What follows belongs to an exercise in optimizing a design on an open flow for small area, a short achievable clock period and few clock cycles per item; a production flow would make more cautious choices. At most, simulation tests tie the RTL to the original design; equivalence was not proved. Power is estimated from default activity; no workload was simulated.

==> build 16: inputs <==
## hw3_0516310
module hw3_0516310(
	input clk,
	input enable,
	input [79:0] inbits,
	output [34:0] out_text,
	output reg valid);
==> flow/config.mk <==
export PLATFORM = sky130hd
export DESIGN_NAME = hw3_0516310
export DESIGN_NICKNAME = hw3_0516310
export VERILOG_FILES = /design/flow/design.v
export SDC_FILE = /design/flow/constraint.sdc
export NUM_CORES = 4
export LEC_CHECK = 0
export CAP_MARGIN = 20
export CORE_MARGIN = 2
export CORE_UTILIZATION = 40
export CTS_BUF_LIST = sky130_fd_sc_hd__clkbuf_4 sky130_fd_sc_hd__clkbuf_8
export CTS_CLUSTER_SIZE = 30
export SETUP_SLACK_MARGIN = 1.5
export SLEW_MARGIN = 20
export TNS_END_PERCENT = 0
==> flow/constraint.sdc <==
create_clock -name core_clock -period 5.0 [get_ports {clk}]
set_input_delay 1.0000 -clock core_clock [delete_from_list [all_inputs] [get_ports {clk}]]
set_output_delay 1.0000 -clock core_clock [all_outputs]
set_load 0.01 [all_outputs]
standard.sh (not shown) runs the stock make flow with config.mk's settings and CLKGATE_MAP_FILE= SYNTH_SCRIPT=/design/flow/synth_recipe.tcl, a recipe that flattens the netlist after the stock synthesis.
==> flow/flow/run.sh <==
#!/bin/bash
# The standard layout, with the port buffers made from the smallest buffer
# (buf_1) instead of the one buffer_ports picks by itself.
set -euo pipefail
bash standard.sh finish \
  "BUFFER_PORTS_ARGS=-buffer_cell sky130_fd_sc_hd__buf_1" \
  > standard.log 2>&1
==> build 83: changes against build 16 <==
==> flow/flow/run.sh (replaced) <==
#!/bin/bash
# The standard layout, with two changes:
# - synthesis maps with ABC's default script instead of ORFS's abc_speed
#   script (flow/synth_abc.tcl, which then runs synth_recipe.tcl unchanged);
# - the port buffers are made from the smallest buffer (buf_1) instead of
#   the one buffer_ports picks by itself.
set -euo pipefail
bash standard.sh finish \
  "SYNTH_SCRIPT=$PWD/flow/synth_abc.tcl" \
  "BUFFER_PORTS_ARGS=-buffer_cell sky130_fd_sc_hd__buf_1" \
  > standard.log 2>&1
==> flow/flow/synth_abc.tcl (new file) <==
# The standard flow's synthesis script, with ABC's own default mapping script in place of
# ORFS's abc_speed script (no other change: same passes, registers and names).
proc abc {args} {
  set i [lsearch -exact $args -script]
  if {$i >= 0} { set args [lreplace $args $i [expr {$i + 1}]] }
  yosys abc {*}$args
}
source [file join [file dirname [file dirname [file normalize [info script]]]] synth_recipe.tcl]
--- a/flow/config.mk
+++ b/flow/config.mk
@@ -5,6 +5,7 @@
 export SDC_FILE = /design/flow/constraint.sdc
 export NUM_CORES = 4
 export LEC_CHECK = 0
+export ABC_CLOCK_PERIOD_IN_PS = 3000
 export CAP_MARGIN = 20
 export CORE_MARGIN = 2
 export CORE_UTILIZATION = 40
@@ -12,4 +13,3 @@
 export CTS_CLUSTER_SIZE = 30
 export SETUP_SLACK_MARGIN = 1.5
 export SLEW_MARGIN = 20
-export TNS_END_PERCENT = 0
==> summary.txt <==
status complete, no violations; M1 WL about 11000 um; clock power share 14.8%; CP required between 5 and 6 ns; Netlist cell types 53; Antenna diodes 0; crit path max-delay cell type dfxtp_4
# the run above: build 83

==> summary.txt <==
Antenna diodes 1; CP required 4.00 ns; clock power share 12.4%; M1 WL 11400 um; status complete, no violations; Netlist cell types between 70 and 80; crit path max-delay cell type edfxtp_1; initial antenna violation count 1
# the run above: build 16

Testbench counts of build 16, summed over its fixed seeds: cycles 29,937, items 4,000.
Testbench counts of build 83, summed over its fixed seeds: cycles 29,937, items 4,000.

========
==> run Y: inputs <==
==> flow/design.v <==
module hw3_0516310(
	input clk,
	input enable,
	input [79:0] inbits,
	output [34:0] out_text,
	output reg valid);
	reg [79:0] sr;        
	reg loaded;           
	reg started;          
	reg [2:0] ph;         
	reg [2:0] n;          
	reg [12:0] code_r;    
	reg [27:0] out_hi;    
	wire [22:0] s;
	genvar k;
	generate for (k = 0; k < 23; k = k + 1) begin : g_s
		assign s[k] = sr[79-k];
	end endgenerate
	integer i, j;
	reg [19:0] m;         
	reg [7:0] live;
	always @* begin
		for (i = 0; i < 8; i = i + 1) live[i] = (i >= ph);
		for (i = 0; i < 20; i = i + 1) m[i] = s[i] & (i >= 8 || live[i]);
	end
	reg [20:0] gap, first;
	reg seen, any;
	always @* begin
		seen = started;
		for (i = 0; i <= 20; i = i + 1) begin
			gap[i] = seen & ~(s[i] | s[i+1] | s[i+2]);
			if (i < 8) gap[i] = gap[i] & live[i];
			seen = seen | s[i];
		end
		any = 1'b0;
		for (i = 0; i <= 20; i = i + 1) begin
			first[i] = gap[i] & ~any;
			any = any | gap[i];
		end
	end
	wire found = |gap;
	reg [12:0] code;
	always @* begin
		code = 13'd0;
		for (i = 1; i <= 20; i = i + 1)
			for (j = 0; j < 13; j = j + 1)
				if (j < i) code[j] = code[j] | (first[i] & m[i-1-j]);
	end
	wire st0 = |gap[4:0];
	wire st16 = found ? ~(|gap[12:0]) : ~started & ~(|s[15:0]);
	wire st8 = ~st0 & ~st16;
	reg [2:0] phn;
	always @* begin
		phn = 3'd0;
		for (i = 0; i <= 20; i = i + 1)
			if (first[i]) phn = phn | ((i + 3) % 8);
	end
	wire [79:0] nxt = ({80{~loaded}} & inbits)
	                | ({80{loaded & st0}} & sr)
	                | ({80{loaded & st8}} & {sr[71:0], 8'b0})
	                | ({80{loaded & st16}} & {sr[63:0], 16'b0});
	reg [6:0] letter;
	always @* begin
		case (code_r)
			13'b10111         : letter = 7'd65;
			13'b111010101     : letter = 7'd66;
			13'b11101011101   : letter = 7'd67;
			13'b1110101       : letter = 7'd68;
			13'b1             : letter = 7'd69;
			13'b101011101     : letter = 7'd70;
			13'b111011101     : letter = 7'd71;
			13'b1010101       : letter = 7'd72;
			13'b101           : letter = 7'd73;
			13'b1011101110111 : letter = 7'd74;
			13'b111010111     : letter = 7'd75;
			13'b101110101     : letter = 7'd76;
			13'b1110111       : letter = 7'd77;
			13'b11101         : letter = 7'd78;
			13'b11101110111   : letter = 7'd79;
			13'b10111011101   : letter = 7'd80;
			13'b1110111010111 : letter = 7'd81;
			13'b1011101       : letter = 7'd82;
			13'b10101         : letter = 7'd83;
			13'b111           : letter = 7'd84;
			13'b1010111       : letter = 7'd85;
			13'b101010111     : letter = 7'd86;
			13'b101110111     : letter = 7'd87;
			13'b11101010111   : letter = 7'd88;
			13'b1110101110111 : letter = 7'd89;
			13'b11101110101   : letter = 7'd90;
			default           : letter = 7'd0;
		endcase
	end
	wire emit = loaded & found & (n != 3'd5);
	assign out_text = {out_hi, letter};
	always @(posedge clk) begin
		sr <= nxt;
		if (emit) begin
			code_r <= code;
			out_hi <= {out_hi[20:0], letter};
		end
		if (!enable) begin
			loaded <= 1'b0;
			started <= 1'b0;
			ph <= 3'd0;
			n <= 3'd0;
			valid <= 1'b0;
		end else begin
			loaded <= 1'b1;
			if (loaded) begin
				started <= started | found | (|s[7:0]);
				ph <= phn;
			end
			if (emit) n <= n + 3'd1;
			if (emit && n == 3'd4) valid <= 1'b1;
		end
	end
endmodule
==> flow/flow/run.sh <==
#!/bin/bash
# The standard layout, with the port buffers made from the smallest buffer
# (buf_1) instead of the one buffer_ports picks by itself.
set -euo pipefail
bash standard.sh finish \
  "BUFFER_PORTS_ARGS=-buffer_cell sky130_fd_sc_hd__buf_1" \
  > standard.log 2>&1
==> flow/standard.sh <==
#!/bin/bash
# synth_recipe.tcl (not shown) runs the flow's synth.tcl, then flattens the netlist and writes it again
# the make line also repeats each setting of config.mk as NAME=value (left out here)
make -C /OpenROAD-flow-scripts/flow DESIGN_CONFIG=/design/flow/config.mk WORK_HOME=/design/flow/orfs CLKGATE_MAP_FILE= SYNTH_SCRIPT=/design/flow/synth_recipe.tcl "${@:-finish}"
==> flow/config.mk <==
export PLATFORM = sky130hd
export DESIGN_NAME = hw3_0516310
export DESIGN_NICKNAME = hw3_0516310
export VERILOG_FILES = /design/flow/design.v
export SDC_FILE = /design/flow/constraint.sdc
export NUM_CORES = 4
export LEC_CHECK = 0
export ABC_CLOCK_PERIOD_IN_PS = 3000
export CAP_MARGIN = 20
export CORE_MARGIN = 2
export CORE_UTILIZATION = 40
export SETUP_SLACK_MARGIN = 1.5
export SLEW_MARGIN = 20
==> flow/constraint.sdc <==
create_clock -name core_clock -period 5.0 [get_ports {clk}]
set_input_delay 1.0000 -clock core_clock [delete_from_list [all_inputs] [get_ports {clk}]]
set_output_delay 1.0000 -clock core_clock [all_outputs]
set_load 0.01 [all_outputs]
==> run P (differences from run Y) <==
--- a/flow/design.v
+++ b/flow/design.v
@@ -4,3 +4,3 @@
 	input [79:0] inbits,
-	output [34:0] out_text,
+	output reg [34:0] out_text,
 	output reg valid);
@@ -12,3 +12,3 @@
 	reg [12:0] code_r;    
-	reg [27:0] out_hi;    
+	reg emit_r;           
 	wire [22:0] s;
@@ -94,9 +94,6 @@
 	wire emit = loaded & found & (n != 3'd5);
-	assign out_text = {out_hi, letter};
 	always @(posedge clk) begin
 		sr <= nxt;
-		if (emit) begin
-			code_r <= code;
-			out_hi <= {out_hi[20:0], letter};
-		end
+		code_r <= code;
+		if (emit_r) out_text <= {out_text[27:0], letter};
 		if (!enable) begin
@@ -106,2 +103,3 @@
 			n <= 3'd0;
+			emit_r <= 1'b0;
 			valid <= 1'b0;
@@ -113,4 +111,5 @@
 			end
+			emit_r <= emit;
 			if (emit) n <= n + 3'd1;
-			if (emit && n == 3'd4) valid <= 1'b1;
+			if (emit_r && n == 3'd5) valid <= 1'b1;
 		end
==> flow/run.sh (new file) <==
#!/bin/bash
# synth_recipe.tcl (not shown) runs the flow's synth.tcl, then flattens the netlist and writes it again
# the make line also repeats each setting of config.mk as NAME=value (left out here)
make -C /OpenROAD-flow-scripts/flow DESIGN_CONFIG=/design/flow/config.mk WORK_HOME=/design/flow/orfs CLKGATE_MAP_FILE= SYNTH_SCRIPT=/design/flow/synth_recipe.tcl finish
Settings changed: ABC_CLOCK_PERIOD_IN_PS 3000 to default, SETUP_SLACK_MARGIN 1.5 to default.
removed: flow/flow/run.sh
removed: flow/standard.sh
==> run R (differences from run Y) <==
Settings changed: CTS_BUF_LIST from default to sky130_fd_sc_hd__clkbuf_4 sky130_fd_sc_hd__clkbuf_8, CTS_CLUSTER_SIZE from default to 30, SETUP_SLACK_MARGIN 1.5 to 2.0.
==> comparison table <==
| quantity | run P | run R | run Y |
|---|---|---|---|
| Area of the mapped netlist | 8170 um^2 | 8270 um^2 | 8270 um^2 |
| Worst endpoint data arrival time | 4370 ps | 2400 ps | 2450 ps |
| Number of clock buffers in the layout | 17 | 18 | 18 |
| Gate power share | 0.509 | 0.587 | 0.538 |
| Hold Crit Start | out_text[11] | out_hi[16] | out_hi[15] |
| Number of buffers and inverters on the critical path | 1 | 5 | 1 |
| Reg-to-reg endpoint | sr[67] | code_r[11] | code_r[5] |
| Lkg Pwr | 3.45 nW | 3.42 nW | 3.26 nW |
| Buffers inserted by post-CTS timing repair | 0 | 33 | 4 |
| Levels on crit path | 8 | 10 | 8 |
| Area growth syn-to-layout | 22.0% | 20.2% | 15.0% |
| Post-CTS sizing | 0 | 55 | 9 |
| Startpoint of the most critical setup path | sr[70] | code_r[10] | code_r[6] |
| Total wire length after detailed routing | 29700 um | 26900 um | 26200 um |
| Number of cells on the worst reg-to-reg path | 8 | 8 | 7 |
| CP Capture Point | sr[67] | out_text[1] | out_text[2] |
| Most common library cell in the layout ignoring fill and taps | sky130_fd_sc_hd__nor2_1 | sky130_fd_sc_hd__nand2_1 | sky130_fd_sc_hd__nand2_1 |
| Gpl congestion | 1.00 | 0.964 | 0.959 |
| Post-DR vias/cell | 6.70 | 6.32 | 6.26 |
| Register-to-Register Setup Slack | 1000 ps | 2090 ps | 1720 ps |
| Run status | finished clean | finished clean | finished clean |
| Setup repair after global routing missed its margin | false | true | true |
| Post-Place Cells | 1292 | 1235 | 1242 |
| Vias in the first global route | 8039 | 7859 | 7551 |
| Clock tree root buffer cell | sky130_fd_sc_hd__clkbuf_16 | sky130_fd_sc_hd__clkbuf_8 | sky130_fd_sc_hd__clkbuf_16 |
Testbench counts of run Y, summed over its fixed seeds: cycles 29,937, items 4,000.
Testbench counts of run R, summed over its fixed seeds: cycles 29,937, items 4,000.
Function not checked in run P: the RTL went through the layout flow alone.

## what the ideal ports hide
How much do the figures lean on ideal ports? The routed layouts below were timed once more, with nothing changed but the port constraints.
Step 1: set_driving_cell puts a clkbuf_16 on clk and a buf_2 on each other input, an assumption about the parent block.
Step 2 moves the port delays by t, midway between the first and last clock arrival at a register: inputs arrive t later, outputs are due t later. That takes back most of the time a late clock gives input paths.
Three values: no drivers, after step 1, after step 2; two values: the first two.
| run | t, ns | slack for setup (ns) | hold WS [ns] | worst data-port slew with drivers (ns) | cell pins on the clock port's net |
|---|---|---|---|---|---|
| build 16 | 0.483 | 1.540 / 1.501 / 1.575 | 0.451 / 0.451 / 0.451 | 0.08 | 1 |
| build 83 | 0.480 | 1.399 / 1.399 / 1.399 | 0.439 / 0.439 / 0.439 | 0.06 | 1 |
| run Y | 0.463 | 1.551 / 1.508 / 1.716 | 0.444 / 0.444 / 0.444 | 0.08 | 1 |
| run P | 0.472 | 0.996 / 0.996 / 0.996 | 0.443 / 0.443 / 0.443 | 0.05 | 1 |
| run R | 0.491 | 1.605 / 1.567 / 2.058 | 0.449 / 0.449 / 0.449 | 0.06 | 1 |
After both steps setup and hold are still met in every run listed.
